This is an optimization exercise on Yosys and OpenROAD, whose aim is small area, a short achievable clock period and few clock cycles, not a production implementation.
Only simulation tests tie the RTL to the original design; equivalence was not proved.
Power figures rest on the tool's default switching activity, not on a simulated workload.

==> design/flow/design.v <==
module tinyqv_decoder #(parameter REG_ADDR_BITS=4) (
    input [31:0] instr,
    output reg [31:0] imm,
    output reg is_load,
    output reg is_alu_imm,
    output reg is_auipc,
    output reg is_store,
    output reg is_alu_reg,
    output reg is_lui,
    output reg is_branch,
    output reg is_jalr,
    output reg is_jal,
    output reg is_ret,
    output reg is_system,
    output [2:1] instr_len,
    output reg [3:0] alu_op,   
    output reg [2:0] mem_op,       
    output reg [REG_ADDR_BITS-1:0] rs1,
    output reg [REG_ADDR_BITS-1:0] rs2,
    output reg [REG_ADDR_BITS-1:0] rd,
    output reg [2:0] additional_mem_ops,
    output reg       mem_op_increment_reg
);
    wire [31:0] Uimm = {    instr[31],   instr[30:12], {12{1'b0}}};
    wire [31:0] Iimm = {{21{instr[31]}}, instr[30:20]};
    wire [31:0] Simm = {{21{instr[31]}}, instr[30:25],instr[11:7]};
    wire [31:0] Bimm = {{20{instr[31]}}, instr[7],instr[30:25],instr[11:8],1'b0};
    wire [31:0] Jimm = {{12{instr[31]}}, instr[19:12],instr[20],instr[30:21],1'b0};
    wire [31:0] CLWSPimm     = {24'b0, instr[3:2], instr[12], instr[6:4], 2'b00};
    wire [31:0] CSWSPimm     = {24'b0, instr[8:7], instr[12:9], 2'b00};
    wire [31:0] CLSWimm      = {25'b0, instr[5], instr[12:10], instr[6], 2'b00};   
    wire [31:0] CLSHimm      = {30'b0, instr[5], 1'b0};   
    wire [31:0] CLSBimm      = {30'b0, instr[5], instr[6]};   
    wire [31:0] CJimm        = {{21{instr[12]}}, instr[8], instr[10:9], instr[6], instr[7], instr[2], instr[11], instr[5:3], 1'b0};
    wire [31:0] CBimm        = {{24{instr[12]}}, instr[6:5], instr[2], instr[11:10], instr[4:3], 1'b0};
    wire [31:0] CALUimm      = {{27{instr[12]}}, instr[6:2]};           
    wire [31:0] CLUIimm      = {{15{instr[12]}}, instr[6:2], 12'b0};
    wire [31:0] CADDI16SPimm = {{23{instr[12]}}, instr[4:3], instr[5], instr[2], instr[6], 4'b0};
    wire [31:0] CADDI4SPimm  = {22'b0, instr[10:7], instr[12:11], instr[5], instr[6], 2'b0};
    wire [31:0] CSCXTimm     = {{23{instr[12]}}, instr[9:7], instr[10], instr[11], 4'b0};
    always @(*) begin
        additional_mem_ops = 3'b000;
        mem_op_increment_reg = 1;
        is_ret = 0;
        if (instr[1:0] == 2'b11) begin
            is_load    =  (instr[6:2] == 5'b00000);  
            is_alu_imm =  (instr[6:2] == 5'b00100);  
            is_auipc   =  (instr[6:2] == 5'b00101);  
            is_store   =  (instr[6:2] == 5'b01000);  
            is_alu_reg =  (instr[6:2] == 5'b01100);  
            is_lui     =  (instr[6:2] == 5'b01101);  
            is_branch  =  (instr[6:2] == 5'b11000);  
            is_jalr    =  (instr[6:2] == 5'b11001);  
            is_jal     =  (instr[6:2] == 5'b11011);  
            is_system  =  (instr[6:2] == 5'b11100);  
            if (is_auipc || is_lui) imm = Uimm;
            else if (is_store) imm = Simm;
            else if (is_branch) imm = Bimm;
            else if (is_jal) imm = Jimm;
            else imm = Iimm;
            if (is_load || is_auipc || is_store || is_jalr || is_jal) alu_op = 4'b0000;   
            else if (is_branch) alu_op = {1'b0, !instr[14], instr[14:13]};
            else if (instr[26] && is_alu_reg) alu_op = {1'b1, instr[27:26], instr[13]};   
            else alu_op = {instr[30] && (instr[5] || instr[13:12] == 2'b01),instr[14:12]};
            mem_op = instr[14:12];
            if ((is_load || is_store) && instr[13:12] == 2'b11) begin
                mem_op = 3'b010;
                additional_mem_ops = {1'b0, instr[14], 1'b1};
            end
            if (is_store && instr[14:12] == 3'b110) begin
                mem_op = 3'b010;
                additional_mem_ops = {1'b0, instr[14], 1'b1};
                mem_op_increment_reg = 0;
            end
            rs1 = instr[15+:REG_ADDR_BITS];
            rs2 = instr[20+:REG_ADDR_BITS];
            rd  = instr[ 7+:REG_ADDR_BITS];
        end else begin
            is_load    = 0;
            is_alu_imm = 0;
            is_auipc   = 0;
            is_store   = 0;
            is_alu_reg = 0;
            is_lui     = 0;
            is_branch  = 0;
            is_jalr    = 0;
            is_jal     = 0;
            is_system  = 0;
            imm = {32{1'bx}};
            alu_op = 4'b0000;
            mem_op = 3'bxxx;
            rs1 = {REG_ADDR_BITS{1'bx}};
            rs2 = {REG_ADDR_BITS{1'bx}};
            rd = {REG_ADDR_BITS{1'bx}};
            case ({instr[1:0], instr[15:13]})
                5'b00000: begin  
                    is_alu_imm = 1;
                    imm = CADDI4SPimm;
                    rs1 = 4'd2;
                    rd  = {1'b1, instr[4:2]};
                end
                5'b00010: begin  
                    is_load = 1;
                    mem_op = 3'b010;
                    imm = CLSWimm;
                    rs1 = {1'b1, instr[9:7]};
                    rd  = {1'b1, instr[4:2]};
                end 
                5'b00100: begin  
                    imm = instr[10] ? CLSHimm : CLSBimm;
                    rs1 = {1'b1, instr[9:7]};
                    if (instr[11]) begin
                        is_store = 1;
                        mem_op = {2'b00, instr[10]};
                        rs2 = {1'b1, instr[4:2]};
                    end else begin
                        is_load = 1;
                        mem_op = {~(instr[10] & instr[6]), 1'b0, instr[10]};
                        rd = {1'b1, instr[4:2]};
                    end
                end
                5'b00110: begin  
                    is_store = 1;
                    mem_op = 3'b010;
                    imm = CLSWimm;
                    rs1 = {1'b1, instr[9:7]};
                    rs2 = {1'b1, instr[4:2]};
                end
                5'b00111: begin  
                    is_store = 1;     
                    mem_op = 3'b010;
                    imm = CSCXTimm;
                    rs1 = 4'd3;
                    rs2 = {instr[5], 3'b001};
                    additional_mem_ops = instr[4:2];
                end
                5'b01000: begin  
                    is_alu_imm = 1;
                    imm = CALUimm;
                    rs1 = instr[10:7];
                    rd  = instr[10:7];
                end
                5'b01001: begin  
                    is_jal = 1;
                    imm = CJimm;
                    rd  = 4'd1;
                end
                5'b01010: begin  
                    is_alu_imm = 1;
                    imm = CALUimm;
                    rs1 = 4'd0;
                    rd  = instr[10:7];
                end
                5'b01011: begin  
                    rd  = instr[10:7];
                    if (instr[10:7] == 4'd2) begin
                        is_alu_imm = 1;
                        imm = CADDI16SPimm;
                        rs1 = 4'd2;
                    end else begin
                        is_lui = 1;
                        imm = CLUIimm;
                    end
                end
                5'b01100: begin  
                    rs1 = {1'b1, instr[9:7]};
                    rs2 = {1'b1, instr[4:2]};
                    rd  = {1'b1, instr[9:7]};
                    imm = CALUimm;
                    if (instr[11:10] != 2'b11) begin
                        is_alu_imm = 1;
                        if (instr[11] == 1'b0) begin  
                            alu_op = {instr[10], 3'b101};
                        end else begin
                            alu_op = 4'b0111;
                        end
                    end else if (instr[12]) begin
                        is_alu_imm = 1;
                        case (instr[4:2])
                            3'b101: begin   
                                    alu_op = 4'b0100;  
                                    imm = 32'hffffffff;
                            end
                            default: begin  
                                    alu_op = 4'b0111;  
                                    imm = {16'h0000, {8{instr[3]}}, 8'hff};
                            end
                        endcase
                    end else begin
                        is_alu_reg = 1;
                        case (instr[6:5])
                            2'b00: alu_op = 4'b1000;   
                            2'b01: alu_op = 4'b0100;   
                            2'b10: alu_op = 4'b0110;   
                            2'b11: alu_op = 4'b0111;   
                        endcase
                    end
                end
                5'b01101: begin  
                    is_jal = 1;
                    imm = CJimm;
                    rd  = 4'd0;
                end                
                5'b01110: begin  
                    is_branch = 1;
                    imm = CBimm;
                    rs1 = {1'b1, instr[9:7]};
                    rs2 = 4'd0;
                    alu_op = 4'b0100;
                    mem_op = 3'b000;
                end    
                5'b01111: begin  
                    is_branch = 1;
                    imm = CBimm;
                    rs1 = {1'b1, instr[9:7]};
                    rs2 = 4'd0;
                    alu_op = 4'b0100;
                    mem_op = 3'b001;
                end
                5'b10000: begin  
                    is_alu_imm = 1;
                    imm = CALUimm;
                    rs1 = instr[10:7];
                    rd  = instr[10:7];
                    alu_op = 4'b0001;
                end
                5'b10001: begin  
                    is_load = 1;      
                    mem_op = 3'b010;
                    imm = CADDI16SPimm;
                    rs1 = 4'd3;
                    rd  = {instr[10], 3'b001};
                    additional_mem_ops = instr[9:7];
                end
                5'b10010: begin  
                    is_load = 1;
                    mem_op = 3'b010;
                    imm = CLWSPimm;
                    rs1 = 4'd2;
                    rd  = instr[10:7];
                end
                5'b10011: begin  
                    is_load = 1;
                    mem_op = 3'b010;
                    imm = CLWSPimm;
                    rs1 = 4'd4;
                    rd  = instr[10:7];
                end
                5'b10100: begin 
                    if (instr[6:2] == 0) begin
                        if (instr[11:7] == 0) begin   
                            is_system = 1;
                            imm = 1;
                        end else begin  
                            if (instr[10:7] == 4'd1 && !instr[12]) is_ret = 1;
                            is_jalr = 1;
                            imm = 0;
                            rs1 = instr[10:7];
                            rd = {3'b000, instr[12]};
                        end
                    end else begin   
                        is_alu_reg = 1;
                        rs1 = instr[12] ? instr[10:7] : 4'd0;
                        rs2 = instr[5:2];
                        rd  = instr[10:7];
                    end
                end
                5'b10101: begin  
                    is_alu_reg = 1;
                    alu_op = 4'b1010;
                    rs1 = instr[10:7];
                    rs2 = instr[5:2];
                    rd  = instr[10:7];                    
                end
                5'b10110: begin  
                    is_store = 1;
                    mem_op = 3'b010;
                    imm = CSWSPimm;
                    rs1 = 4'd2;
                    rs2 = instr[5:2];
                end
                5'b10111: begin  
                    is_store = 1;
                    mem_op = 3'b010;
                    imm = CSWSPimm;
                    rs1 = 4'd4;
                    rs2 = instr[5:2];
                end
                default: begin
                    is_system = 1;
                    imm = 32'd2;
                end
            endcase
        end
    end
    assign instr_len = (instr[1:0] == 2'b11) ? 2'b10 : 2'b01;
endmodule
module tinyqv_cpu #(parameter NUM_REGS=16, parameter REG_ADDR_BITS=4) (
    input clk,
    input rstn,
    output [23:1] instr_addr,
    output        instr_fetch_restart,
    output        instr_fetch_stall,
    input         instr_fetch_started,
    input         instr_fetch_stopped,
    input  [15:0] instr_data_in,
    input         instr_ready,
    input  [15:0] interrupt_req,
    output reg [27:0] data_addr,
    output reg [1:0]  data_write_n,  
    output reg [1:0]  data_read_n,   
    output            data_read_complete,
    output reg [31:0] data_out,
    output reg    data_continue,
    output reg [1:0] per_write_n,    
    output reg [1:0] per_read_n,
    input         data_ready,   
    input  [31:0] data_in,
    input         time_pulse,
    output        debug_instr_complete,
    output        debug_instr_valid,
    output        debug_interrupt_pending,
    output        debug_branch,
    output        debug_early_branch,
    output        debug_ret,
    output        debug_reg_wen,
    output        debug_counter_0,
    output [3:0] debug_rd
);
    localparam CB = 6;                   
    localparam NE = 1 << (CB - 2);       
    localparam LB = 4;                   
    localparam NL = 1 << (CB - LB);      
    localparam LIM = 8;                  
    reg  [15:0] cache_e [0:NE-1];        
    reg  [15:0] cache_o [0:NE-1];        
    reg  [2*NE-1:0] cache_v;             
    reg  [14:CB] cache_tag [0:NL-1];     
    reg  [23:1] pc_d;                    
    reg  [31:0] ibuf;                    
    reg         ibuf_valid;
    wire [31:0] imm_de;
    wire is_load_de, is_alu_imm_de, is_auipc_de, is_store_de, is_alu_reg_de, is_lui_de;
    wire is_branch_de, is_jalr_de, is_jal_de, is_ret_de, is_system_de;
    wire [2:1] instr_len_de;
    wire [3:0] alu_op_de;
    wire [2:0] mem_op_de;
    wire [3:0] rs1_de, rs2_de, rd_de;
    wire [2:0] additional_mem_ops_de;
    wire mem_op_increment_reg_de;
    tinyqv_decoder i_decoder(
        .instr(ibuf),
        .imm(imm_de),
        .is_load(is_load_de),
        .is_alu_imm(is_alu_imm_de),
        .is_auipc(is_auipc_de),
        .is_store(is_store_de),
        .is_alu_reg(is_alu_reg_de),
        .is_lui(is_lui_de),
        .is_branch(is_branch_de),
        .is_jalr(is_jalr_de),
        .is_jal(is_jal_de),
        .is_ret(is_ret_de),
        .is_system(is_system_de),
        .instr_len(instr_len_de),
        .alu_op(alu_op_de),
        .mem_op(mem_op_de),
        .rs1(rs1_de),
        .rs2(rs2_de),
        .rd(rd_de),
        .additional_mem_ops(additional_mem_ops_de),
        .mem_op_increment_reg(mem_op_increment_reg_de)
    );
    wire accept;                         
    wire [23:1] offset_de = (ibuf[1:0] == 2'b11) ?
        (ibuf[3] ? {{4{ibuf[31]}}, ibuf[19:12], ibuf[20], ibuf[30:21]} :                       
                   {{12{ibuf[31]}}, ibuf[7], ibuf[30:25], ibuf[11:8]}) :                       
        (ibuf[14] ? {{16{ibuf[12]}}, ibuf[6:5], ibuf[2], ibuf[11:10], ibuf[4:3]} :             
                    {{13{ibuf[12]}}, ibuf[8], ibuf[10:9], ibuf[6], ibuf[7], ibuf[2], ibuf[11], ibuf[5:3]});  
    wire [23:1] target_de = pc_d + offset_de;
    wire predict_de = is_jal_de || (is_branch_de && offset_de[23]);
    wire redirect;                       
    wire [23:1] redirect_target;
    wire [23:1] pc_next  = pc_d + {21'd0, instr_len_de};
    wire [CB-1:1] h_d   = pc_d[CB-1:1];
    wire [14:CB]  tag_d = pc_d[14:CB];
    wire [14:CB]  tag_d1 = tag_d + 1'b1;
    reg  [CB-1:0] hf0;
    wire [CB-1:0] hf1   = hf0 + 1'b1;
    wire [14:CB]  tag_f0 = hf0[CB-1] ? tag_d1 : tag_d;
    wire [14:CB]  tag_f1 = hf1[CB-1] ? tag_d1 : tag_d;
    wire [CB-1:2] idx_o = hf0[CB-2:1];
    wire [CB-1:2] idx_e = hf1[CB-2:1];
    wire          swap  = hf0[0];
    wire [15:0] hw_e = cache_e[idx_e];
    wire [15:0] hw_o = cache_o[idx_o];
    wire [31:0] instr_f = swap ? {hw_e, hw_o} : {hw_o, hw_e};
    wire hit0 = cache_v[hf0[CB-2:0]] && cache_tag[hf0[CB-2:LB-1]] == tag_f0;
    wire hit1 = cache_v[hf1[CB-2:0]] && cache_tag[hf1[CB-2:LB-1]] == tag_f1;
    wire [CB-1:0] hd1    = {1'b0, h_d} + 1'b1;
    wire [14:CB]  tag_dd1 = hd1[CB-1] ? tag_d1 : tag_d;
    wire hit0_d = cache_v[h_d] && cache_tag[h_d[CB-1:LB]] == tag_d;
    wire hit1_d = cache_v[hd1[CB-2:0]] && cache_tag[hd1[CB-2:LB-1]] == tag_dd1;
    wire [23:1] pc_d2 = pc_d + 23'd1;
    wire valid_f = hit0 && (instr_f[1:0] != 2'b11 || hit1);
    always @(posedge clk) begin
        if (!rstn) begin
            pc_d <= 23'd0;
            ibuf_valid <= 1'b0;
        end else begin
            if (redirect)    pc_d <= redirect_target;
            else if (accept) pc_d <= predict_de ? target_de : pc_next;
            if (redirect || (accept && predict_de)) ibuf_valid <= 1'b0;
            else if (accept || !ibuf_valid)         ibuf_valid <= valid_f;
        end
    end
    wire [CB-1:0] hf0_fill = {1'b0, hf0[CB-2:0]} + {{(CB-2){1'b0}}, valid_f ? (instr_f[1:0] == 2'b11 ? 2'd2 : 2'd1) : 2'd0};
    always @(posedge clk) begin
        if (!rstn)                        hf0 <= {CB{1'b0}};
        else if (redirect)                hf0 <= {1'b0, redirect_target[CB-1:1]};
        else if (accept && predict_de)    hf0 <= {1'b0, target_de[CB-1:1]};
        else if (accept || !ibuf_valid)   hf0 <= hf0_fill;
    end
    always @(posedge clk)
        if (accept || !ibuf_valid) ibuf <= instr_f;
    localparam F_IDLE = 2'd0;    
    localparam F_REQ  = 2'd1;    
    localparam F_RUN  = 2'd2;    
    reg [1:0]  fstate;
    reg [14:1] stream_addr;              
    wire [15:0] hw_d = pc_d[1] ? cache_o[pc_d[CB-1:2]] : cache_e[pc_d[CB-1:2]];
    wire fetch_miss = !ibuf_valid && !(hit0_d && (hw_d[1:0] != 2'b11 || hit1_d));
    wire [14:1] miss_addr = hit0_d ? pc_d2[14:1] : pc_d[14:1];
    wire [14:1] stream_ahead = stream_addr[14:1] - pc_d[14:1];
    always @(posedge clk) begin
        if (!rstn) begin
            fstate <= F_IDLE;
        end else begin
            case (fstate)
                F_IDLE: if (fetch_miss) begin
                            fstate <= F_REQ;
                            stream_addr <= miss_addr;
                        end
                F_REQ:  if (instr_fetch_started) fstate <= F_RUN;
                default: begin
                    if (fetch_miss && stream_addr != miss_addr) begin
                        fstate <= F_REQ;
                        stream_addr <= miss_addr;
                    end else if (instr_fetch_stopped) begin
                        fstate <= F_IDLE;
                    end else if (instr_ready) begin
                        stream_addr <= stream_addr + 14'd1;
                    end
                end
            endcase
        end
    end
    wire cache_write = fstate == F_RUN && instr_ready;
    always @(posedge clk) begin
        if (cache_write) begin
            if (stream_addr[1]) cache_o[stream_addr[CB-1:2]] <= instr_data_in;
            else                cache_e[stream_addr[CB-1:2]] <= instr_data_in;
        end
    end
    always @(posedge clk) begin
        if (!rstn) begin
            cache_v <= {(2*NE){1'b0}};
        end else if (cache_write) begin
            if (cache_tag[stream_addr[CB-1:LB]] != stream_addr[14:CB]) begin
                cache_tag[stream_addr[CB-1:LB]] <= stream_addr[14:CB];
                cache_v[{stream_addr[CB-1:LB], {(LB-1){1'b0}}} +: (1 << (LB-1))] <= {{((1 << (LB-1))-1){1'b0}}, 1'b1} << stream_addr[LB-1:1];
            end else begin
                cache_v[stream_addr[CB-1:1]] <= 1'b1;
            end
        end
    end
    assign instr_addr = {9'd0, stream_addr};
    assign instr_fetch_restart = fstate == F_REQ;
    assign instr_fetch_stall = fstate == F_RUN && stream_ahead >= LIM;
    reg        e_valid;
    reg is_load, is_store, is_alu, is_lui, is_branch, is_jalr, is_jal, is_mul, is_czero, e_sub;
    reg [3:0] alu_op;
    reg [2:0] mem_op;
    reg [3:0] rs2, rd;
    reg [2:0] additional_mem_ops;
    reg       mem_op_increment_reg;
    reg [31:0] a;                
    reg [31:0] b;                
    reg [31:0] r2;               
    reg [23:1] target;           
    reg        e_predict;
    localparam X_EXEC = 3'd0;    
    localparam X_MEM  = 3'd1;    
    localparam X_WB   = 3'd2;    
    localparam X_NEXT = 3'd3;    
    localparam X_MUL  = 3'd4;    
    reg [2:0]  xstate;
    reg [3:0]  mul_count;        
    reg [31:0] regs [0:15];
    reg        wr_en;
    reg [31:0] wr_data;
    wire       wr_reg = wr_en && rd != 4'd0 && rd != 4'd3 && rd != 4'd4;
    genvar i;
    generate
        for (i = 1; i < 16; i = i + 1) begin : gen_regs
            if (i != 3 && i != 4) begin : gen_reg
                always @(posedge clk)
                    if (wr_reg && rd == i) regs[i] <= wr_data;
            end
        end
    endgenerate
    function [31:0] read_reg(input [3:0] r);
        case (r)
            4'd0: read_reg = 32'd0;
            4'd3: read_reg = 32'h01000400;   
            4'd4: read_reg = 32'h08000000;   
            default: read_reg = regs[r];
        endcase
    endfunction
    wire [3:0]  rb = xstate == X_NEXT ? rs2 : rs2_de;
    wire [31:0] rf_a = (wr_reg && rd == rs1_de) ? wr_data : read_reg(rs1_de);
    wire [31:0] rf_b = (wr_reg && rd == rb) ? wr_data : read_reg(rb);
    wire is_mul_de = (is_alu_imm_de || is_alu_reg_de) && alu_op_de[3:1] == 3'b101;
    always @(posedge clk) begin
        if (accept) begin
            is_load <= is_load_de;
            is_store <= is_store_de;
            is_alu <= is_alu_imm_de || is_alu_reg_de || is_auipc_de;
            is_lui <= is_lui_de;
            is_branch <= is_branch_de;
            is_jalr <= is_jalr_de;
            is_jal <= is_jal_de;
            is_mul <= is_mul_de;
            is_czero <= is_alu_reg_de && alu_op_de[3:1] == 3'b111;
            e_sub <= (alu_op_de[1] || alu_op_de[3]) && !is_mul_de && !is_auipc_de;
            alu_op <= is_auipc_de ? 4'b0000 : alu_op_de;
            mem_op <= mem_op_de;
            rs2 <= rs2_de;
            rd <= rd_de;
            additional_mem_ops <= additional_mem_ops_de;
            mem_op_increment_reg <= mem_op_increment_reg_de;
            a <= is_auipc_de ? {8'h00, pc_d, 1'b0} : rf_a;
            b <= (is_alu_reg_de || is_branch_de) ? rf_b : imm_de;
            r2 <= rf_b;
            target <= predict_de ? pc_next : target_de;
            e_predict <= predict_de;
        end else if (xstate == X_MUL && mul_count != 4'd0) begin
            a <= {sum[30:0], 1'b0};
            b <= r2[15] ? data_out : 32'd0;
            r2 <= {r2[30:0], 1'b0};
        end else if (e_valid && xstate == X_EXEC && is_mul) begin
            a <= 32'd0;
            b <= r2[15] ? a : 32'd0;
            r2 <= {r2[30:0], 1'b0};
        end else if (xstate == X_MEM && data_ready) begin
            b <= data_in;
        end else if (xstate == X_WB && additional_mem_ops != 3'b000) begin
            additional_mem_ops <= additional_mem_ops - 3'd1;
            rd <= rd + 4'd1;
            rs2 <= rs2 + {3'd0, mem_op_increment_reg};
        end
    end
    wire [32:0] sum = {1'b0, a} + {1'b0, b ^ {32{e_sub}}} + {32'd0, e_sub};
    wire eq  = a == b;
    wire ltu = !sum[32];
    wire lt  = (a[31] != b[31]) ? a[31] : sum[31];
    wire cmp = alu_op[0] ? ltu : alu_op[1] ? lt : eq;
    function [31:0] reverse(input [31:0] x);
        integer k;
        for (k = 0; k < 32; k = k + 1) reverse[k] = x[31-k];
    endfunction
    wire        shift_left = !alu_op[2];
    wire [31:0] shift_in = shift_left ? reverse(a) : a;
    wire        shift_fill = alu_op[3] && alu_op[2] && a[31];
    wire [63:0] shift_ext = {{32{shift_fill}}, shift_in} >> b[4:0];
    wire [31:0] shift_out = shift_left ? reverse(shift_ext[31:0]) : shift_ext[31:0];
    reg [31:0] alu_out;
    always @(*) begin
        if (is_czero)
            alu_out = ((r2 == 32'd0) ^ alu_op[0]) ? 32'd0 : a;
        else case (alu_op[2:0])
            3'b000:  alu_out = sum[31:0];
            3'b010,
            3'b011:  alu_out = {31'd0, cmp};
            3'b100:  alu_out = a ^ b;
            3'b110:  alu_out = a | b;
            3'b111:  alu_out = a & b;
            default: alu_out = shift_out;
        endcase
    end
    wire in_exec = e_valid && xstate == X_EXEC;
    wire in_mul = xstate == X_MUL;
    wire is_mem_op = is_load || is_store;
    assign redirect = in_exec && (is_jalr || (is_branch && (cmp ^ mem_op[0] ^ e_predict)));
    assign redirect_target = is_jalr ? sum[23:1] : target;
    wire exec_done = (in_exec && !is_mem_op && !is_mul) ||
                     (xstate == X_WB && additional_mem_ops == 3'b000) ||
                     (in_mul && mul_count == 4'd0);
    assign accept = (!e_valid || exec_done) && ibuf_valid;
    wire [31:0] load_ext = mem_op[1] ? b :
                           mem_op[0] ? {{16{!mem_op[2] && b[15]}}, b[15:0]} :
                                       {{24{!mem_op[2] && b[7]}}, b[7:0]};
    always @(*) begin
        wr_en = 1'b0;
        wr_data = alu_out;
        if (in_exec) begin
            if (is_alu) begin
                wr_en = !is_mul;
            end else if (is_lui) begin
                wr_en = 1'b1;
                wr_data = b;
            end else if (is_jal || is_jalr) begin
                wr_en = 1'b1;
                wr_data = {8'h00, is_jal ? target : pc_d, 1'b0};
            end
        end else if (xstate == X_WB) begin
            wr_en = is_load;
            wr_data = load_ext;
        end else if (in_mul) begin
            wr_en = mul_count == 4'd0;
            wr_data = sum[31:0];
        end
    end
    always @(posedge clk) begin
        if (!rstn) begin
            e_valid <= 1'b0;
            xstate <= X_EXEC;
            data_read_n <= 2'b11;
            data_write_n <= 2'b11;
            per_read_n <= 2'b11;
            per_write_n <= 2'b11;
            data_continue <= 1'b0;
        end else begin
            if (redirect)       e_valid <= 1'b0;
            else if (accept)    e_valid <= 1'b1;
            else if (exec_done) e_valid <= 1'b0;
            case (xstate)
                X_EXEC: if (e_valid) begin
                    if (is_mem_op) begin
                        data_addr <= sum[27:0];
                        data_read_n <= is_load ? mem_op[1:0] : 2'b11;
                        data_write_n <= is_store ? mem_op[1:0] : 2'b11;
                        per_read_n <= (is_load && sum[27:25] != 3'b000) ? mem_op[1:0] : 2'b11;
                        per_write_n <= (is_store && sum[27:25] != 3'b000) ? mem_op[1:0] : 2'b11;
                        data_out <= r2;
                        data_continue <= additional_mem_ops != 3'b000;
                        xstate <= X_MEM;
                    end else if (is_mul) begin
                        data_out <= a;
                        mul_count <= 4'd15;
                        xstate <= X_MUL;
                    end
                end
                X_MEM: if (data_ready) begin
                    data_read_n <= 2'b11;
                    data_write_n <= 2'b11;
                    per_read_n <= 2'b11;
                    per_write_n <= 2'b11;
                    xstate <= X_WB;
                end
                X_WB: begin
                    if (additional_mem_ops != 3'b000) begin
                        data_addr[3:2] <= data_addr[3:2] + 2'd1;
                        xstate <= X_NEXT;
                    end else begin
                        xstate <= X_EXEC;
                    end
                end
                X_NEXT: begin
                    data_read_n <= is_load ? mem_op[1:0] : 2'b11;
                    data_write_n <= is_store ? mem_op[1:0] : 2'b11;
                    per_read_n <= (is_load && data_addr[27:25] != 3'b000) ? mem_op[1:0] : 2'b11;
                    per_write_n <= (is_store && data_addr[27:25] != 3'b000) ? mem_op[1:0] : 2'b11;
                    data_out <= rf_b;
                    data_continue <= additional_mem_ops != 3'b000;
                    xstate <= X_MEM;
                end
                default: begin
                    mul_count <= mul_count - 4'd1;
                    if (mul_count == 4'd0) xstate <= X_EXEC;
                end
            endcase
        end
    end
    assign data_read_complete = 1'b0;
    assign debug_instr_complete = exec_done;
    assign debug_instr_valid = e_valid;
    assign debug_interrupt_pending = 1'b0;
    assign debug_branch = redirect;
    assign debug_early_branch = 1'b0;
    assign debug_ret = 1'b0;
    assign debug_reg_wen = wr_en;
    assign debug_counter_0 = 1'b0;
    assign debug_rd = wr_data[3:0];
    wire _unused = &{interrupt_req, time_pulse, is_ret_de, is_system_de, 1'b0};
endmodule
module qspi_controller (
    input clk,
    input rstn,
    input      [3:0] spi_data_in,
    output reg [3:0] spi_data_out,
    output reg [3:0] spi_data_oe,
    output           spi_clk_out,
    output reg       spi_flash_select,
    output reg       spi_ram_a_select,
    output reg       spi_ram_b_select,
    input [24:0] addr_in,
    input  [7:0] data_in,
    input        start_read,
    input        start_write,
    input        stall_txn,
    input        stop_txn,
    output [7:0] data_out,
    output reg   data_req,
    output reg   data_ready,
    output       busy
);
    localparam ADDR_BITS = 24;
    localparam DATA_WIDTH_BITS = 8;   
    localparam FSM_IDLE = 0;
    localparam FSM_CMD  = 1;
    localparam FSM_ADDR = 2;
    localparam FSM_DUMMY1 = 3;
    localparam FSM_DUMMY2 = 4;
    localparam FSM_DATA = 5;
    localparam FSM_STALLED = 6;
    localparam FSM_STALL_RECOVER = 7;
    reg [2:0] fsm_state;
    reg       is_writing;
    reg [ADDR_BITS-1:0]       addr;
    reg [DATA_WIDTH_BITS-1:0] data;
    reg [2:0] nibbles_remaining;
    wire [1:0] delay_cycles_cfg = 2'b01;   
    reg       spi_clk_pos;
    reg [3:0] spi_in_buffer;
    assign data_out = data;
    assign busy = fsm_state != FSM_IDLE;
    reg stop_txn_reg;
    wire stop_txn_now = stop_txn_reg || (stop_txn && (!is_writing || spi_clk_pos));
    always @(posedge clk) begin
        if (!rstn) 
            stop_txn_reg <= 0;
        else
            stop_txn_reg <= stop_txn && !stop_txn_now;
    end
    reg [1:0] read_cycles_count;
    reg last_ram_a_sel;
    reg last_ram_b_sel;
    wire ram_a_block = (last_ram_a_sel == 0) && addr_in[24:23] == 2'b10;
    wire ram_b_block = (last_ram_b_sel == 0) && addr_in[24:23] == 2'b11;
/*verilator lint_off WIDTH*/
    always @(posedge clk) begin
        if (!rstn || stop_txn_now) begin
            fsm_state <= FSM_IDLE;
            is_writing <= 0;
            nibbles_remaining <= 0;
            data_ready <= 0;
            spi_clk_pos <= 0;
            spi_data_oe <= 4'b0000;
            spi_flash_select <= 1;
            spi_ram_a_select <= 1;
            spi_ram_b_select <= 1;
            data_req <= 0;
            read_cycles_count <= 0;
        end else begin
            data_ready <= 0;
            data_req <= 0;
            if (fsm_state == FSM_IDLE) begin
                if ((start_read || start_write) && !ram_a_block && !ram_b_block) begin
                    fsm_state <= addr_in[24] ? FSM_CMD : FSM_ADDR;
                    is_writing <= !start_read && addr_in[24];   
                    nibbles_remaining <= addr_in[24] ? 2-1 : 6-1;
                    spi_data_oe <= 4'b1111;
                    spi_clk_pos <= 0;
                    spi_flash_select <= addr_in[24];
                    spi_ram_a_select <= addr_in[24:23] != 2'b10;
                    spi_ram_b_select <= addr_in[24:23] != 2'b11;
                end
            end else begin
                if (read_cycles_count == 0) read_cycles_count <= 2'b01;
                else read_cycles_count <= read_cycles_count - 2'b01;
                if (fsm_state == FSM_STALLED) begin
                    spi_clk_pos <= 0;
                    if (!stall_txn && !read_cycles_count[1]) begin
                        data_ready <= !is_writing;
                        if (is_writing) begin
                            fsm_state <= FSM_DATA;
                            read_cycles_count <= 2'b00;
                        end else begin
                            fsm_state <= (delay_cycles_cfg[1] == 0) ? FSM_DATA : FSM_STALL_RECOVER;
                            read_cycles_count <= {1'b0, delay_cycles_cfg[0]};
                        end
                    end
                end else begin
                    spi_clk_pos <= !spi_clk_pos;
                    if (((fsm_state == FSM_DATA && !is_writing) || fsm_state == FSM_STALL_RECOVER) ? (read_cycles_count == 0) : spi_clk_pos) begin
                        if (nibbles_remaining == 0) begin
                            if (fsm_state == FSM_DATA || fsm_state == FSM_STALL_RECOVER) begin
                                data_ready <= !is_writing && !stall_txn;
                                nibbles_remaining <= (DATA_WIDTH_BITS >> 2)-1;
                                if (stall_txn) begin
                                    fsm_state <= FSM_STALLED;
                                    read_cycles_count <= delay_cycles_cfg | 2'b01;
                                end else begin
                                    fsm_state <= FSM_DATA;
                                end
                            end else begin
                                fsm_state <= fsm_state + 1;
                                if (fsm_state == FSM_CMD) begin
                                    nibbles_remaining <= (ADDR_BITS >> 2)-1;
                                end
                                else if (fsm_state == FSM_ADDR) begin
                                    if (is_writing) begin
                                        fsm_state <= FSM_DATA;
                                        nibbles_remaining <= (DATA_WIDTH_BITS >> 2)-1;
                                    end else if (spi_flash_select) begin
                                        fsm_state <= FSM_DUMMY2;
                                        spi_data_oe <= 4'b0000;
                                        nibbles_remaining <= 4-1;
                                    end else begin
                                        nibbles_remaining <= 2-1;
                                    end
                                end
                                else if (fsm_state == FSM_DUMMY1) begin
                                    spi_data_oe <= 4'b0000;
                                    nibbles_remaining <= 4-1;
                                end
                                else if (fsm_state == FSM_DUMMY2) begin
                                    nibbles_remaining <= (DATA_WIDTH_BITS >> 2)-1;
                                    read_cycles_count <= delay_cycles_cfg;
                                end
                            end
                        end else begin
                            if (fsm_state == FSM_STALL_RECOVER) fsm_state <= FSM_DATA;
                            nibbles_remaining <= nibbles_remaining - 1;
                        end
                    end else begin
                        data_req <= is_writing && (fsm_state == FSM_DATA) && nibbles_remaining == 0;
                    end
                end
            end
        end
    end
/*verilator lint_on WIDTH*/
    always @(posedge clk) begin
        if (fsm_state == FSM_IDLE && (start_read || start_write)) begin
            addr <= addr_in[23:0];
        end else if (fsm_state == FSM_ADDR && spi_clk_pos) begin
            addr <= {addr[ADDR_BITS-5:0], 4'b0000};
        end
    end
    always @(posedge clk) begin
        if (is_writing) begin
            if (fsm_state == FSM_STALLED) begin
                data <= data_in;
            end else if (spi_clk_pos) begin
                if (nibbles_remaining == 0) begin
                    data <= data_in;
                end else if (fsm_state == FSM_DATA) begin
                    data <= {data[DATA_WIDTH_BITS-5:0], spi_data_in};
                end
            end
        end else if (read_cycles_count == 0 && fsm_state == FSM_DATA) begin
            data <= {data[DATA_WIDTH_BITS-5:0], spi_data_in};
        end else if (read_cycles_count == 0 && fsm_state == FSM_STALL_RECOVER) begin
            data <= {data[DATA_WIDTH_BITS-5:0], spi_in_buffer};
        end else if (read_cycles_count == 2'b10 && fsm_state == FSM_STALLED) begin
            spi_in_buffer <= spi_data_in;
        end
    end
    reg [2:0] fsm_state_n;
    reg       is_writing_n;
    reg [2:0] nibbles_remaining_n;
    reg [ADDR_BITS-1:0] addr_n;
    reg [DATA_WIDTH_BITS-1:0] data_n;
/*verilator lint_off WIDTH*/
    always @(*) begin
        fsm_state_n = fsm_state;
        is_writing_n = is_writing;
        nibbles_remaining_n = nibbles_remaining;
        if (!rstn || stop_txn_now) begin
            fsm_state_n = FSM_IDLE;
            is_writing_n = 0;
            nibbles_remaining_n = 0;
        end else if (fsm_state == FSM_IDLE) begin
            if ((start_read || start_write) && !ram_a_block && !ram_b_block) begin
                fsm_state_n = addr_in[24] ? FSM_CMD : FSM_ADDR;
                is_writing_n = !start_read && addr_in[24];
                nibbles_remaining_n = addr_in[24] ? 2-1 : 6-1;
            end
        end else if (fsm_state == FSM_STALLED) begin
            if (!stall_txn && !read_cycles_count[1]) begin
                if (is_writing) fsm_state_n = FSM_DATA;
                else            fsm_state_n = (delay_cycles_cfg[1] == 0) ? FSM_DATA : FSM_STALL_RECOVER;
            end
        end else if (((fsm_state == FSM_DATA && !is_writing) || fsm_state == FSM_STALL_RECOVER) ? (read_cycles_count == 0) : spi_clk_pos) begin
            if (nibbles_remaining == 0) begin
                if (fsm_state == FSM_DATA || fsm_state == FSM_STALL_RECOVER) begin
                    nibbles_remaining_n = (DATA_WIDTH_BITS >> 2)-1;
                    fsm_state_n = stall_txn ? FSM_STALLED : FSM_DATA;
                end else begin
                    fsm_state_n = fsm_state + 1;
                    if (fsm_state == FSM_CMD) begin
                        nibbles_remaining_n = (ADDR_BITS >> 2)-1;
                    end else if (fsm_state == FSM_ADDR) begin
                        if (is_writing) begin
                            fsm_state_n = FSM_DATA;
                            nibbles_remaining_n = (DATA_WIDTH_BITS >> 2)-1;
                        end else if (spi_flash_select) begin
                            fsm_state_n = FSM_DUMMY2;
                            nibbles_remaining_n = 4-1;
                        end else begin
                            nibbles_remaining_n = 2-1;
                        end
                    end else if (fsm_state == FSM_DUMMY1) begin
                        nibbles_remaining_n = 4-1;
                    end else if (fsm_state == FSM_DUMMY2) begin
                        nibbles_remaining_n = (DATA_WIDTH_BITS >> 2)-1;
                    end
                end
            end else begin
                if (fsm_state == FSM_STALL_RECOVER) fsm_state_n = FSM_DATA;
                nibbles_remaining_n = nibbles_remaining - 1;
            end
        end
    end
/*verilator lint_on WIDTH*/
    always @(*) begin
        addr_n = addr;
        if (fsm_state == FSM_IDLE && (start_read || start_write)) begin
            addr_n = addr_in[23:0];
        end else if (fsm_state == FSM_ADDR && spi_clk_pos) begin
            addr_n = {addr[ADDR_BITS-5:0], 4'b0000};
        end
    end
    always @(*) begin
        data_n = data;
        if (is_writing) begin
            if (fsm_state == FSM_STALLED) begin
                data_n = data_in;
            end else if (spi_clk_pos) begin
                if (nibbles_remaining == 0) begin
                    data_n = data_in;
                end else if (fsm_state == FSM_DATA) begin
                    data_n = {data[DATA_WIDTH_BITS-5:0], spi_data_in};
                end
            end
        end else if (read_cycles_count == 0 && fsm_state == FSM_DATA) begin
            data_n = {data[DATA_WIDTH_BITS-5:0], spi_data_in};
        end else if (read_cycles_count == 0 && fsm_state == FSM_STALL_RECOVER) begin
            data_n = {data[DATA_WIDTH_BITS-5:0], spi_in_buffer};
        end
    end
    always @(posedge clk) begin
        case (fsm_state_n)
            FSM_CMD: begin  
                if (is_writing_n) begin
                    if (nibbles_remaining_n[0])
                        spi_data_out <= 4'b0000;
                    else
                        spi_data_out <= 4'b0010;
                end else begin
                    if (nibbles_remaining_n[0])
                        spi_data_out <= 4'b0000;
                    else
                        spi_data_out <= 4'b1011;
                end
            end
            FSM_ADDR:   spi_data_out <= addr_n[ADDR_BITS-1:ADDR_BITS-4];
            FSM_DUMMY1: spi_data_out <= 4'b1010;
            FSM_DATA:   spi_data_out <= is_writing_n ? data_n[DATA_WIDTH_BITS-1:DATA_WIDTH_BITS-4] : 4'b1111;
            default:    spi_data_out <= 4'b1010;
        endcase
    end
    always @(posedge clk) begin
        if (!rstn) begin
            last_ram_a_sel <= 1;
            last_ram_b_sel <= 1;
        end else begin
            last_ram_a_sel <= spi_ram_a_select;
            last_ram_b_sel <= spi_ram_b_select;
        end
    end
    assign spi_clk_out = spi_clk_pos;
endmodule
module tinyqv_mem_ctrl (
    input clk,
    input rstn,
    input [23:1] instr_addr,
    input        instr_fetch_restart,
    input        instr_fetch_stall,
    output reg     instr_fetch_started,
    output reg     instr_fetch_stopped,
    output  [15:0] instr_data,
    output         instr_ready,
    input [24:0] data_addr,
    input [1:0]  data_write_n,  
    input [1:0]  data_read_n,   
    input [31:0] data_to_write,
    input        data_continue,  
    output         data_ready,   
    output  [31:0] data_from_read,
    input      [3:0] spi_data_in,
    output     [3:0] spi_data_out,
    output     [3:0] spi_data_oe,
    output           spi_clk_out,
    output           spi_flash_select,
    output           spi_ram_a_select,
    output           spi_ram_b_select,
    output        debug_stall_txn,
    output        debug_stop_txn
);
    reg start_instr;
    reg start_read;
    reg start_write;
    reg stop_txn;
    reg continue_txn;
    reg [1:0] data_txn_n;
    reg [1:0] data_txn_len;
    reg qspi_write_done;
    wire qspi_busy;
    reg instr_active;
    wire is_instr = instr_active || start_instr;
    wire [1:0] txn_len = is_instr ? 2'b01 : data_txn_len;
    wire [24:0] addr_in = is_instr ? {1'b0, instr_addr, 1'b0} : data_addr[24:0];
    reg [31:0] qspi_data_buf;
    reg [1:0] qspi_data_byte_idx;
    wire qspi_data_req;
    wire qspi_data_ready;
    wire [7:0] qspi_data_out;
    wire stall_txn = instr_active && instr_fetch_stall && !instr_ready && qspi_data_byte_idx == 2'b01;
    reg data_stall;
    always @(*) begin
        start_instr = 0;
        start_read = 0;
        start_write = 0;
        stop_txn = 0;
        data_txn_n = data_write_n & data_read_n;
        if (qspi_busy || qspi_write_done) begin
            if (instr_active) begin
                if (instr_fetch_restart && (!instr_fetch_started || stall_txn)) begin
                    stop_txn = 1;
                end else if ((qspi_data_ready && qspi_data_byte_idx == 2'b01) || instr_fetch_stall) begin
                    if (data_txn_n != 2'b11) begin
                        stop_txn = 1;
                    end
                end
            end else if ((qspi_data_ready || qspi_data_req) && qspi_data_byte_idx == data_txn_len && !continue_txn) begin
                stop_txn = 1;
            end
        end else begin
            if (data_read_n != 2'b11)
                start_read = 1;
            else if (data_write_n != 2'b11)
                start_write = 1;
            else if (instr_fetch_restart)
                start_instr = 1;
        end
    end
    always @(posedge clk) begin
        if (!rstn || stop_txn) begin
            instr_active <= 0;
        end else begin
            instr_active <= qspi_busy ? instr_active : start_instr;
        end
    end
    wire [1:0] write_qspi_data_byte_idx = qspi_data_byte_idx + (qspi_data_req ? 2'b01 : 2'b00);
    qspi_controller q_ctrl(
        .clk(clk),
        .rstn(rstn),
        .spi_data_in(spi_data_in),
        .spi_data_out(spi_data_out),
        .spi_data_oe(spi_data_oe),
        .spi_clk_out(spi_clk_out),
        .spi_flash_select(spi_flash_select),
        .spi_ram_a_select(spi_ram_a_select),
        .spi_ram_b_select(spi_ram_b_select),
        .addr_in(addr_in),
        .data_in(qspi_data_buf[{write_qspi_data_byte_idx,3'b000} +:8]),
        .start_read(start_read || start_instr),
        .start_write(start_write),
        .stall_txn(stall_txn || data_stall),
        .stop_txn(stop_txn),
        .data_out(qspi_data_out),
        .data_req(qspi_data_req),
        .data_ready(qspi_data_ready),
        .busy(qspi_busy)
    );
    always @(posedge clk) begin
        if (!rstn) begin
            instr_fetch_started <= 1'b0;
            instr_fetch_stopped <= 1'b0;
        end else begin
            instr_fetch_started <= start_instr;
            instr_fetch_stopped <= stop_txn;
        end
    end
    always @(posedge clk) begin
        if (!rstn || start_instr || start_read || start_write) begin
            qspi_data_byte_idx <= 2'b00;
        end else begin
            if (qspi_data_ready || qspi_data_req) begin
                qspi_data_byte_idx <= qspi_data_byte_idx + 2'b01;
                if (qspi_data_byte_idx == txn_len) begin
                    qspi_data_byte_idx <= 0;
                end
            end
        end
    end
    always @(posedge clk) begin
        if (qspi_data_ready) begin
            qspi_data_buf[{qspi_data_byte_idx,3'b000} +:8] <= qspi_data_out;
        end else if (data_write_n != 2'b11 && (data_stall || start_write)) begin
            qspi_data_buf <= data_to_write;
        end
    end
    assign instr_data = {qspi_data_out, qspi_data_buf[7:0]};
    assign instr_ready = instr_active && qspi_data_ready && qspi_data_byte_idx == 2'b01;
    always @(posedge clk) begin
        qspi_write_done <= qspi_data_req && qspi_data_byte_idx == data_txn_len;
    end
    always @(posedge clk) begin
        if (!rstn)
            data_txn_len <= 2'b11;
        else if (start_read || start_write) begin
            data_txn_len <= {data_txn_n[1], data_txn_n[1] | data_txn_n[0]};   
        end
    end
    always @(posedge clk) begin
        if (!rstn) begin
            continue_txn <= 0;
        end else begin
            if (continue_txn) begin
                if ((qspi_data_req && qspi_data_byte_idx + 2'b01 == data_txn_len) ||
                    (qspi_data_ready && qspi_data_byte_idx == data_txn_len))
                begin
                    data_stall <= 1;
                end else if (data_stall && qspi_data_byte_idx == 2'b00 && ((data_read_n != 2'b11 && !data_ready) || data_write_n != 2'b11)) begin
                    data_stall <= 0;
                    continue_txn <= data_continue;
                end
            end else begin
                data_stall <= 0;
                if (start_write || start_read) begin
                    continue_txn <= data_continue;
                end
            end
        end
    end
    assign data_ready = !instr_active && ((qspi_data_ready && qspi_data_byte_idx == data_txn_len) || (data_write_n != 2'b11 && ((data_stall && qspi_data_byte_idx == 2'b00) || start_write)));
    assign data_from_read = data_ready ? ({qspi_data_out, qspi_data_buf[23:16],
        data_txn_len == 2'b01 ? qspi_data_out : qspi_data_buf[15:8],
        data_txn_len == 2'b00 ? qspi_data_out : qspi_data_buf[7:0]}) : qspi_data_buf;
    assign debug_stall_txn = stall_txn;
    assign debug_stop_txn = stop_txn;
endmodule
`default_nettype none
module tinyQV (
    input clk,
    input rstn,
    output [27:0] data_addr,
    output  [1:0] data_write_n,  
    output  [1:0] data_read_n,   
    output        data_read_complete,
    output [31:0] data_out,    
    input         data_ready,   
    input  [31:0] data_in,
    input  [15:0] interrupt_req,
    input         time_pulse,
    input   [3:0] spi_data_in,
    output  [3:0] spi_data_out,
    output  [3:0] spi_data_oe,
    output        spi_clk_out,
    output        spi_flash_select,
    output        spi_ram_a_select,
    output        spi_ram_b_select,
    output        debug_instr_complete,
    output        debug_instr_ready,
    output        debug_instr_valid,
    output        debug_fetch_restart,
    output        debug_data_ready,
    output        debug_interrupt_pending,
    output        debug_branch,
    output        debug_early_branch,
    output        debug_ret,
    output        debug_reg_wen,
    output        debug_counter_0,
    output        debug_data_continue,
    output        debug_stall_txn,
    output        debug_stop_txn,
    output  [3:0] debug_rd
);
  wire [23:1] instr_addr;
  wire        instr_fetch_restart;
  wire        instr_fetch_stall;
  wire        instr_fetch_started;
  wire        instr_fetch_stopped;
  wire [15:0] instr_data;
  wire        instr_ready;
  wire [27:0] qv_data_addr;
  wire  [1:0] qv_data_write_n;
  wire  [1:0] qv_data_read_n;
  wire        qv_data_read_complete;
  wire [31:0] qv_data_to_write;
  wire        qv_data_ready;
  wire [31:0] qv_data_from_read;
  wire        qv_data_continue;
  wire  [1:0] mem_data_write_n;
  wire  [1:0] mem_data_read_n;
  wire        mem_data_ready;
  wire [31:0] mem_data_from_read;
  wire is_mem = qv_data_addr[27:25] == 0;
  assign qv_data_ready = is_mem ? mem_data_ready : data_ready;
  assign qv_data_from_read = is_mem ? mem_data_from_read : data_in;
  assign mem_data_write_n = is_mem ? qv_data_write_n : 2'b11;
  assign mem_data_read_n =  is_mem ? qv_data_read_n  : 2'b11;
  assign data_addr = qv_data_addr;
  wire  [1:0] per_write_n;
  wire  [1:0] per_read_n;
  assign data_write_n = per_write_n;
  assign data_read_n = per_read_n;
  assign data_read_complete = !is_mem ? qv_data_read_complete : 0;
  assign data_out = qv_data_to_write;
  reg rst_reg_n;
  always @(posedge clk) rst_reg_n <= rstn;
  tinyqv_cpu cpu(
        .clk(clk),
        .rstn(rst_reg_n),
        .instr_addr(instr_addr),
        .instr_fetch_restart(instr_fetch_restart),
        .instr_fetch_stall(instr_fetch_stall),
        .instr_fetch_started(instr_fetch_started),
        .instr_fetch_stopped(instr_fetch_stopped),
        .instr_data_in(instr_data),
        .instr_ready(instr_ready),
        .interrupt_req(interrupt_req),
        .data_addr(qv_data_addr),
        .data_write_n(qv_data_write_n),
        .data_read_n(qv_data_read_n),
        .data_read_complete(qv_data_read_complete),
        .data_out(qv_data_to_write),
        .data_continue(qv_data_continue),
        .per_write_n(per_write_n),
        .per_read_n(per_read_n),
        .data_ready(qv_data_ready),
        .data_in(qv_data_from_read),
        .time_pulse(time_pulse),
        .debug_instr_complete(debug_instr_complete),
        .debug_instr_valid(debug_instr_valid),
        .debug_interrupt_pending(debug_interrupt_pending),
        .debug_branch(debug_branch),
        .debug_early_branch(debug_early_branch),
        .debug_ret(debug_ret),
        .debug_reg_wen(debug_reg_wen),
        .debug_counter_0(debug_counter_0),
        .debug_rd(debug_rd)
    );
  tinyqv_mem_ctrl mem(
        .clk(clk),
        .rstn(rstn),
        .instr_addr(instr_addr),
        .instr_fetch_restart(instr_fetch_restart),
        .instr_fetch_stall(instr_fetch_stall),
        .instr_fetch_started(instr_fetch_started),
        .instr_fetch_stopped(instr_fetch_stopped),
        .instr_data(instr_data),
        .instr_ready(instr_ready),
        .data_addr(qv_data_addr[24:0]),
        .data_write_n(mem_data_write_n),
        .data_read_n(mem_data_read_n),
        .data_to_write(qv_data_to_write),
        .data_continue(qv_data_continue),
        .data_ready(mem_data_ready),
        .data_from_read(mem_data_from_read),
        .spi_data_in(spi_data_in),
        .spi_data_out(spi_data_out),
        .spi_data_oe(spi_data_oe),
        .spi_flash_select(spi_flash_select),
        .spi_ram_a_select(spi_ram_a_select),
        .spi_ram_b_select(spi_ram_b_select),
        .spi_clk_out(spi_clk_out),
        .debug_stall_txn(debug_stall_txn),
        .debug_stop_txn(debug_stop_txn)
    );
    assign debug_instr_ready = instr_ready;
    assign debug_fetch_restart = instr_fetch_restart;
    assign debug_data_ready = qv_data_ready;
    assign debug_data_continue = qv_data_continue;
endmodule
`default_nettype none
module tinyqv_top (
    input         clk,
    input         rst_n,
    output [27:0] data_addr,
    output  [1:0] data_write_n,
    output  [1:0] data_read_n,
    output [31:0] data_out,
    input         data_ready,
    input  [31:0] data_in,
    input   [3:0] spi_data_in,
    output  [3:0] spi_data_out,
    output  [3:0] spi_data_oe,
    output        spi_clk_out,
    output        spi_flash_select,
    output        spi_ram_a_select,
    output        spi_ram_b_select
);
    wire        data_read_complete;
    wire [15:0] debug_unused;
    wire  [3:0] debug_rd;
    tinyQV i_tinyqv (
        .clk(clk),
        .rstn(rst_n),
        .data_addr(data_addr),
        .data_write_n(data_write_n),
        .data_read_n(data_read_n),
        .data_read_complete(data_read_complete),
        .data_out(data_out),
        .data_ready(data_ready),
        .data_in(data_in),
        .interrupt_req(16'd0),
        .time_pulse(1'b0),
        .spi_data_in(spi_data_in),
        .spi_data_out(spi_data_out),
        .spi_data_oe(spi_data_oe),
        .spi_clk_out(spi_clk_out),
        .spi_flash_select(spi_flash_select),
        .spi_ram_a_select(spi_ram_a_select),
        .spi_ram_b_select(spi_ram_b_select),
        .debug_instr_complete(debug_unused[0]),
        .debug_instr_ready(debug_unused[1]),
        .debug_instr_valid(debug_unused[2]),
        .debug_fetch_restart(debug_unused[3]),
        .debug_data_ready(debug_unused[4]),
        .debug_interrupt_pending(debug_unused[5]),
        .debug_branch(debug_unused[6]),
        .debug_early_branch(debug_unused[7]),
        .debug_ret(debug_unused[8]),
        .debug_reg_wen(debug_unused[9]),
        .debug_counter_0(debug_unused[10]),
        .debug_data_continue(debug_unused[11]),
        .debug_stall_txn(debug_unused[12]),
        .debug_stop_txn(debug_unused[13]),
        .debug_rd(debug_rd)
    );
    assign debug_unused[15:14] = 2'b00;
    wire _unused = &{data_read_complete, debug_unused, debug_rd, 1'b0};
endmodule
==> design/flow/flow/run.sh <==
#!/bin/bash
# The standard layout (standard.sh: standard synthesis, then ORFS to
# finish at the design's clock period and constraints), with clock tree
# synthesis told not to add dummy loads for balancing, and timing repair
# aiming for 9.5 ns of setup slack.
set -e
export CTS_ARGS="-sink_clustering_enable -repair_clock_nets -sink_clustering_size 25 -sink_clustering_max_diameter 60 -dont_use_dummy_load"
export SETUP_SLACK_MARGIN=9.5
bash standard.sh > standard.log 2>&1
==> design/flow/standard.sh <==
#!/bin/bash
# synth_recipe.tcl (not shown) runs the flow's synth.tcl, then flattens the netlist and writes it again
# the make line also repeats each setting of config.mk as NAME=value (left out here)
make -C /OpenROAD-flow-scripts/flow DESIGN_CONFIG=/design/flow/config.mk WORK_HOME=/design/flow/orfs CLKGATE_MAP_FILE= SYNTH_SCRIPT=/design/flow/synth_recipe.tcl "${@:-finish}"
==> design/flow/config.mk <==
export PLATFORM = sky130hd
export DESIGN_NAME = tinyqv_top
export DESIGN_NICKNAME = tinyqv_top
export VERILOG_FILES = /design/flow/design.v
export SDC_FILE = /design/flow/constraint.sdc
export NUM_CORES = 4
export LEC_CHECK = 0
export ABC_AREA = 1
export CAP_MARGIN = 20
export CORE_MARGIN = 2
export CORE_UTILIZATION = 40
export CTS_CLUSTER_DIAMETER = 60
export CTS_CLUSTER_SIZE = 25
export SLEW_MARGIN = 20
==> design/flow/constraint.sdc <==
create_clock -name core_clock -period 15.0 [get_ports {clk}]
set_input_delay 3.0000 -clock core_clock [delete_from_list [all_inputs] [get_ports {clk}]]
set_output_delay 3.0000 -clock core_clock [all_outputs]
set_load 0.01 [all_outputs]
==> impl_metrics.yaml, run 1 <==
die:
  pin_count: 115
  rows: 168
  start_util_pct: 40.2
  dieWidth_um: 463
  core-area_um2: 210000
  design.die.area_um2: 214000
  fp.dieH_um: 463
place:
  place.gp.congestion: 1.08
  dp_cells: 12800
  io_buffers: 114
  place_area_um2: 88400
  hpwl_um: 266000
min_path:
  min-delay-start: "i_tinyqv.cpu.cache_v[12]"
  hold_path.class: "reg2reg"
yosys:
  yosys-top-cells-area: "edfxtp_1 (46%), nand2_1 (10%), o21ai_0 (4.9%)"
  synth-edff-count: 1284
  synth_cell_types: 75
  ys_seq_area_share_pct: 48.8
  synth_top_area_share_pct: 45.7
  syn_avg_cell_area_um2: 8.26
  yosys_register_bits: 1412
  synth_ff_type: "edfxtp_1"
  yosys-top-cells-count: "nand2_1 (2326), edfxtp_1 (1284), inv_1 (1045)"
  async_flop_share_pct: 0
  synth.most_common_cell: "nand2_1"
  ys_warn_count: 102
  syn_inst: 10200
  netlist_area_um2: 84300
  synth_area_leader_cell: "edfxtp_1"
  syn_nets: 10400
final_layout:
  fin_nets: 10300
  instances_no_fill: 12900
  area_growth_syn_to_layout_pct: 8.85
  top_register: "i_tinyqv.cpu.regs"
  stdcell_area_um2: 91800
  drive_above_1_share_pct: 5.97
  fin_util_pct: 43.8
  largest_register_ffs: 416
cts:
  h-tree-depth: 4
  clock_latency_ps: 850
  cts_made_buffers: 131
  cts-root-buf: "clkbuf_16"
  cts_sinks: 1412
  cts_max_path_buffers: 3
  clk_pin_slew_ps: 60
  cts_tree: "built"
global_route:
  grt_pass1_wl_um: 531000
  grt_max_degree: 153
  globalRouteTotalUtil_pct: 33.8
  grt_pass1_vias: 72700
  globalRouteOverflowTotal: 0
  antenna_found_initial: 28
drt:
  vias_per_cell: 6.12
  drt-total-wl_um: 376000
  wl_per_cell_um: 29.2
  drtAntennaViolNets: 0
  vias: 79000
  firstDrtPassIters: 9
  drcViolationCount: 0
  drt_first_iter_violations: 12700
power_and_ir_drop:
  vdd_drop_max_uv: 115
  power_density_nw_per_um2: 115
  power.total_mw: 10.6
  leakagePower_nw: 35.7
sta:
  layout_worst_path_cycle_share_pct: 36.6
  timing_max_transition_violations_final: 0
  finalHoldViolCount: 0
  slew_headroom_pct: 11.9
  tightest_slew_ps: 1320
  rsz0062_at_grt: "yes"
  setup_tns_ps: 0
  final-setup-viol-count: 0
  final.min_clock_period_ps: 5490
  max_freq_mhz: 182
  skew_ps: 125
worst_setup_path:
  r2r_cells: 18
  ff2ff_setup_slack_ps: 9510
  cp_data_required_time_ps: 15470
  worstSetupPathType: "reg2reg"
  end_kind: "flip-flop"
  crit_end: "i_tinyqv.cpu.b[3]"
  timing.rr.end: "i_tinyqv.cpu.b[3]"
  critPathLaunch: "i_tinyqv.cpu.e_sub"
  cp.arrival_ps: 5960
  critical_path_peak_fanout: 32
  timing.rr.start: "i_tinyqv.cpu.e_sub"
  start_kind: "flip-flop"
outcome:
  status: "timing/DRC/antenna clean"
job:
  drv_cap: 0
placed cells by master, fill, tap and decap left out, types with 16 or more instances in the layout:
master	netlist	final
edfxtp_1	1284	1284
nand2_2	22	26
ha_1	177	176
a211oi_1	43	43
clkinv_1	18	18
o32ai_1	31	31
clkdlybuf4s50_1	0	114
clkbuf_16	0	131
inv_2	62	63
nand2_1	2326	2319
nor3_2	3	20
o31ai_1	26	26
mux2i_1	66	66
a221oi_1	21	21
o211ai_1	225	225
xor2_1	134	127
o311ai_0	16	16
buf_4	20	194
nor2_1	649	625
nand4_1	66	66
xnor2_1	31	30
a22oi_1	34	34
nor4_1	33	33
nor3_1	176	159
nor2_4	15	31
or2_2	40	40
nand3_1	766	766
a21oi_1	768	766
o21ai_0	829	828
o221ai_1	17	17
o21ai_1	140	141
dfxtp_1	128	118
inv_1	1045	1039
nor2_2	15	23
o22ai_1	210	210
a31oi_1	85	85
layout make-up:
class | count | area [um^2]
diodes | 7 | 17.5
clock buffers | 131 | 3280
fillers | 20800 | 118000
inverters | 1126 | 4240
multi-input cells | 7104 | 36900
flip-flops and latches | 1412 | 41100
well taps | 2805 | 3510
repair buffers | 314 | 2680
repair inverters | 1 | 5.00
kinds of logic (layout without fill, tap and decap cells):
group,Yosys count,in the layout,share of synthesized area (%)
compound gates,2531,2531,17.2
xor+xnor,168,168,1.77
fa+ha+maj,181,181,2.72
buf+inv,1689,1572,7.89
flops,1412,1412,48.8
mux,66,66,0.784
other cells,0,7,0
simple gates,4158,4158,20.9
where the power goes:
group          switching [mW]  internal (mW)  leakage, nW  total (mW)
logic                    1.97          0.635         21.3        2.60
registers               0.292           4.70         12.7        4.99
clock network            1.43           1.53         1.61        2.96
worst min-delay path by stage:
stage / cells after the start / end
2_1_floorplan: 2 / i_tinyqv.mem.continue_txn
3_3_place_gp: 2 / i_tinyqv.cpu.cache_v[12]
3_5_place_dp: 2 / i_tinyqv.cpu.cache_v[12]
4_1_cts: 2 / i_tinyqv.cpu.cache_v[12]
5_1_grt: 2 / i_tinyqv.cpu.cache_v[16]
6_report: 2 / i_tinyqv.cpu.cache_v[12]
metrics by stage:
stage / hold slack, ps / setup slack (ps)
final: 466 / 9510
after floorplan: 444 / 9870
after detailed placement: 456 / 9430
after global placement: 452 / 9400
after CTS: 464 / 9540
after global routing: 500 / 9410
worst max-delay path, cell delays in order (launching register included):
cell	delay, ps
edfxtp_1	320
buf_4	480
xor2_1	150
ha_1	360
nand2_1	90
nand2_1	40
inv_1	40
nand2_1	120
or2_2	300
nand2_1	480
nor2_1	90
a2111oi_0	840
o21ai_0	660
nand2_1	220
o21ai_0	190
nand3_1	200
nand3_1	110
nand2_1	290
nand2_1	180
routing by layer:
layer	GRT usage, %	part of all wire (%)
met1	45.7	40
met2	49.7	42
met3	8.56	12
met4	18.1	6.1
met5	0	0.045
timing repair:
item                       4_1_cts  5_1_grt
gates resized for setup          1       13
hold buffers                     0        0
setup buffers                    1        0
setup endpoints to repair        8       79
gates cloned                     0        1
pin swaps                        0        0
Testbench counts, summed over its fixed seeds: cycles 547,246.
==> run 2, diff against run 1 <==
==> design/flow/flow/run.sh (replaced) <==
#!/bin/bash
# The standard layout (standard.sh: standard synthesis, then ORFS to
# finish at the design's clock period and constraints), with clock tree
# synthesis told not to add dummy loads for balancing, and timing repair
# aiming for 10.5 ns of setup slack.
set -e
export CTS_ARGS="-sink_clustering_enable -repair_clock_nets -sink_clustering_size 25 -sink_clustering_max_diameter 60 -dont_use_dummy_load"
export SETUP_SLACK_MARGIN=10.5
bash standard.sh > standard.log 2>&1
==> run 2 against run 1 <==
Compared with the run above: still clean on timing, DRC and antenna; sequential cell count did not move; utilization rose by 0.90 points; count of clock-buffer cells in the layout rose by 4; wire length rose by 2.8%; total power rose by 2.8%; hold slack got worse by 4.1 ps; first-iteration DRC count fell by 3.2%; cell count rose by 0.84%; synthesized cell count did not move; global-route usage rose by 0.86 points; largest cell class unchanged; highest routed layer unchanged.
==> impl_metrics.yaml, run 2 <==
cts:
  clk_pin_slew_ps: 60
  cts_tree: "built"
  cts-root-buf: "clkbuf_16"
  cts_max_path_buffers: 3
  clock_latency_ps: 820
  h-tree-depth: 4
  cts_hold_repair.buffers: 0
  cts_made_buffers: 135
  cts_sinks: 1412
worst_setup_path:
  ff2ff_setup_slack_ps: 10530
  worstSetupPathType: "reg2out"
  path_buf_inv: 1
  cp_num_cells: 1
  crit_chain: "buf_2"
  critPathLaunch: "i_tinyqv.cpu.data_out[9]"
  timing.rr.end: "i_tinyqv.cpu.a[7]"
  start_kind: "flip-flop"
  crit_end: "data_out[9]"
  r2r_cells: 19
  cp.arrival_ps: 1570
  slowest_delay_ps: 580
  cp_slowest_cell: "edfxtp_1"
  critical_path_peak_fanout: 2
  cpLargestDelayFamily: "flip-flops"
  end_kind: "output pin"
  timing.rr.start: "i_tinyqv.cpu.ibuf[0]"
  cp_data_required_time_ps: 12000
sta:
  final-setup-viol-count: 0
  skew_ps: 115
  tightest_slew_ps: 1320
  slew_headroom_pct: 11.1
  rsz0062_at_grt: "yes"
  final.min_clock_period_ps: 4570
  finalHoldViolCount: 0
  layout_worst_path_cycle_share_pct: 30.5
  setup_tns_ps: 0
  whs_ps: 462
  timing_max_transition_violations_final: 0
  max_freq_mhz: 219
die:
  core-area_um2: 210000
  rows: 168
  pin_count: 115
  design.die.area_um2: 214000
  dieWidth_um: 463
  start_util_pct: 40.2
  fp.dieH_um: 463
global_route:
  antenna_found_initial: 26
  grt_max_degree: 94
  globalRouteOverflowTotal: 0
  globalRouteTotalUtil_pct: 34.7
  grt_pass1_wl_um: 540000
  grt_pass1_vias: 72300
yosys:
  netlist_area_um2: 84300
  async_flop_share_pct: 0
  syn_inst: 10200
  synth.most_common_cell: "nand2_1"
  synth_ff_type: "edfxtp_1"
  syn_nets: 10400
  synth_cell_types: 75
  ys_seq_area_share_pct: 48.8
  synth-edff-count: 1284
  yosys-top-cells-area: "edfxtp_1 (46%), nand2_1 (10%), o21ai_0 (4.9%)"
  syn_avg_cell_area_um2: 8.26
  ys_warn_count: 102
  synth_top_area_share_pct: 45.7
  yosys-top-cells-count: "nand2_1 (2326), edfxtp_1 (1284), inv_1 (1045)"
  yosys_register_bits: 1412
  synth_area_leader_cell: "edfxtp_1"
min_path:
  min-delay-start: "i_tinyqv.cpu.cache_v[16]"
  hold_path.class: "reg2reg"
final_layout:
  final_common_cell: "nand2_1"
  area_growth_syn_to_layout_pct: 11.1
  top_register: "i_tinyqv.cpu.regs"
  largest_register_ffs: 416
  mostFrequentLayoutCells: "nand2_1 (2304), edfxtp_1 (1284), inv_1 (1016)"
  fin_nets: 10400
  drive_above_1_share_pct: 8.38
place:
  place.gp.congestion: 1.06
  io_buffers: 114
  hpwl_um: 273000
drt:
  drt-total-wl_um: 387000
  drtAntennaViolNets: 0
  vias_per_cell: 6.12
  firstDrtPassIters: 7
  vias: 79600
  wl_per_cell_um: 29.7
  drcViolationCount: 0
  drt_first_iter_violations: 12300
outcome:
  status: "timing/DRC/antenna clean"
power_and_ir_drop:
  power_density_nw_per_um2: 116
  leakagePower_nw: 36.5
  vdd_drop_max_uv: 107
job:
  drv_cap: 0
run 2: changes by cell type in the layout (fill, tap and decap cells not counted), sizes merged, moves of 6 or more:
cell and change:
inv -20, clkinvlp +23, clkdlybuf4s15 +6, clkbuf +11, dlygate4sd2 +15, clkdlybuf4s50 -76
buf +149
run 2: tightest hold or removal path, cell delays in order, from the launching register on:
cell	delay [ps]
dfxtp_1	300
nand2_1	60
a21oi_1	50
run 2: kinds of logic after synthesis:
family	count (synthesis)	synth area share, %
buffers and inverters	1689	7.89
multiplexers	66	0.784
XOR/XNOR	168	1.77
flip-flops	1412	48.8
adder cells (fa/ha/maj)	181	2.72
AO/OA/AOI/OAI	2531	17.2
AND/OR/NAND/NOR	4158	20.9
run 2: area by class of cell:
cell class | instances | area (um^2)
Antenna cell | 9 | 22.5
Clock buffer | 135 | 3380
Fill cell | 20700 | 116000
Inverter | 1126 | 4370
Multi-Input combinational cell | 7104 | 37300
Sequential cell | 1412 | 41100
Tap cell | 2805 | 3510
Timing Repair Buffer | 415 | 3900
Timing Repair inverter | 2 | 15.0
run 2: routing by layer:
layer	routed length [um]	GRT usage (%)	share of wire [%]	vias up
met3	45900	7.99	12	832
li1	-	-	-	35200
met2	163000	50.7	42	5038
met5	92	0	0.024	-
met4	19000	14.8	4.9	14
met1	159000	49.0	41	38600
run 2: how the worst min path moves through the flow:
stage,end,slack (ps),cells after the start
global placement,i_tinyqv.cpu.cache_v[12],450,2
floorplan,i_tinyqv.mem.continue_txn,440,2
CTS,i_tinyqv.cpu.cache_v[16],460,2
global route,i_tinyqv.cpu.cache_v[16],490,2
detailed placement,i_tinyqv.cpu.cache_v[16],460,2
finish,i_tinyqv.cpu.cache_v[16],460,2
run 2: what timing repair did:
action,in CTS,in global routing
resized for setup,381,152
endpoints found under the hold margin,0,0
buffers inserted,64,33
cloned,0,5
pin swaps,2,6
endpoints found under the setup margin,1027,566
run 2: metrics by stage:
| stage | instance area [um^2] | power (mW) | std cells | utilization [%] | setup WS (ps) |
|---|---|---|---|---|---|
| global placement | 88400 | 7.62 | 12800 | 42.2 | 9410 |
| finish | 93700 | 10.9 | 13000 | 44.7 | 10430 |
| global route | 93600 | 11.2 | 13000 | 44.7 | 10440 |
| CTS | 92800 | 10.7 | 13000 | 44.3 | 10440 |
| detailed placement | 88400 | 7.63 | 12800 | 42.2 | 9310 |
| floorplan | 84300 | 6.34 | 10200 | - | 10550 |
run 2: power by group:
group / switching (mW) / internal [mW] / leakage (nW)
combinational: 2.15 / 0.726 / 22.1
sequential: 0.248 / 4.70 / 12.7
clock: 1.45 / 1.58 / 1.66
total: 3.85 / 7.00 / 36.5

[static timing again, ports no longer ideal]
Ports are ideal in the flow. The routed layouts listed here were re-timed in OpenROAD.
Step 1, drivers: a clkbuf_16 drives clk and a buf_2 each remaining input, both assumed.
Step 2 moves the port delays by t, midway between the first and last clock arrival at a register: inputs arrive t later, outputs are due t later. That takes back most of the time a late clock gives input paths.
Slacks: no drivers / after step 1 / after step 2; pairs: no drivers / after step 1.
| run | t (ns) | setup WS [ns] | hold slack, ns | latest minus earliest clock arrival (ns) | worst slew at a driven data input, ns |
|---|---|---|---|---|---|
| run 1 | 0.891 | 9.513 / 9.513 / 9.513 | 0.466 / 0.466 / 0.466 | 0.127 / 0.127 | 0.08 |
| run 2 | 0.864 | 10.429 / 10.344 / 9.863 | 0.462 / 0.462 / 0.462 | 0.140 / 0.139 | 0.06 |
After both steps every run listed still meets setup and hold. The setup slack of run 2, which loses most, moves by -0.085 ns with the drivers and by -0.566 ns with both steps.
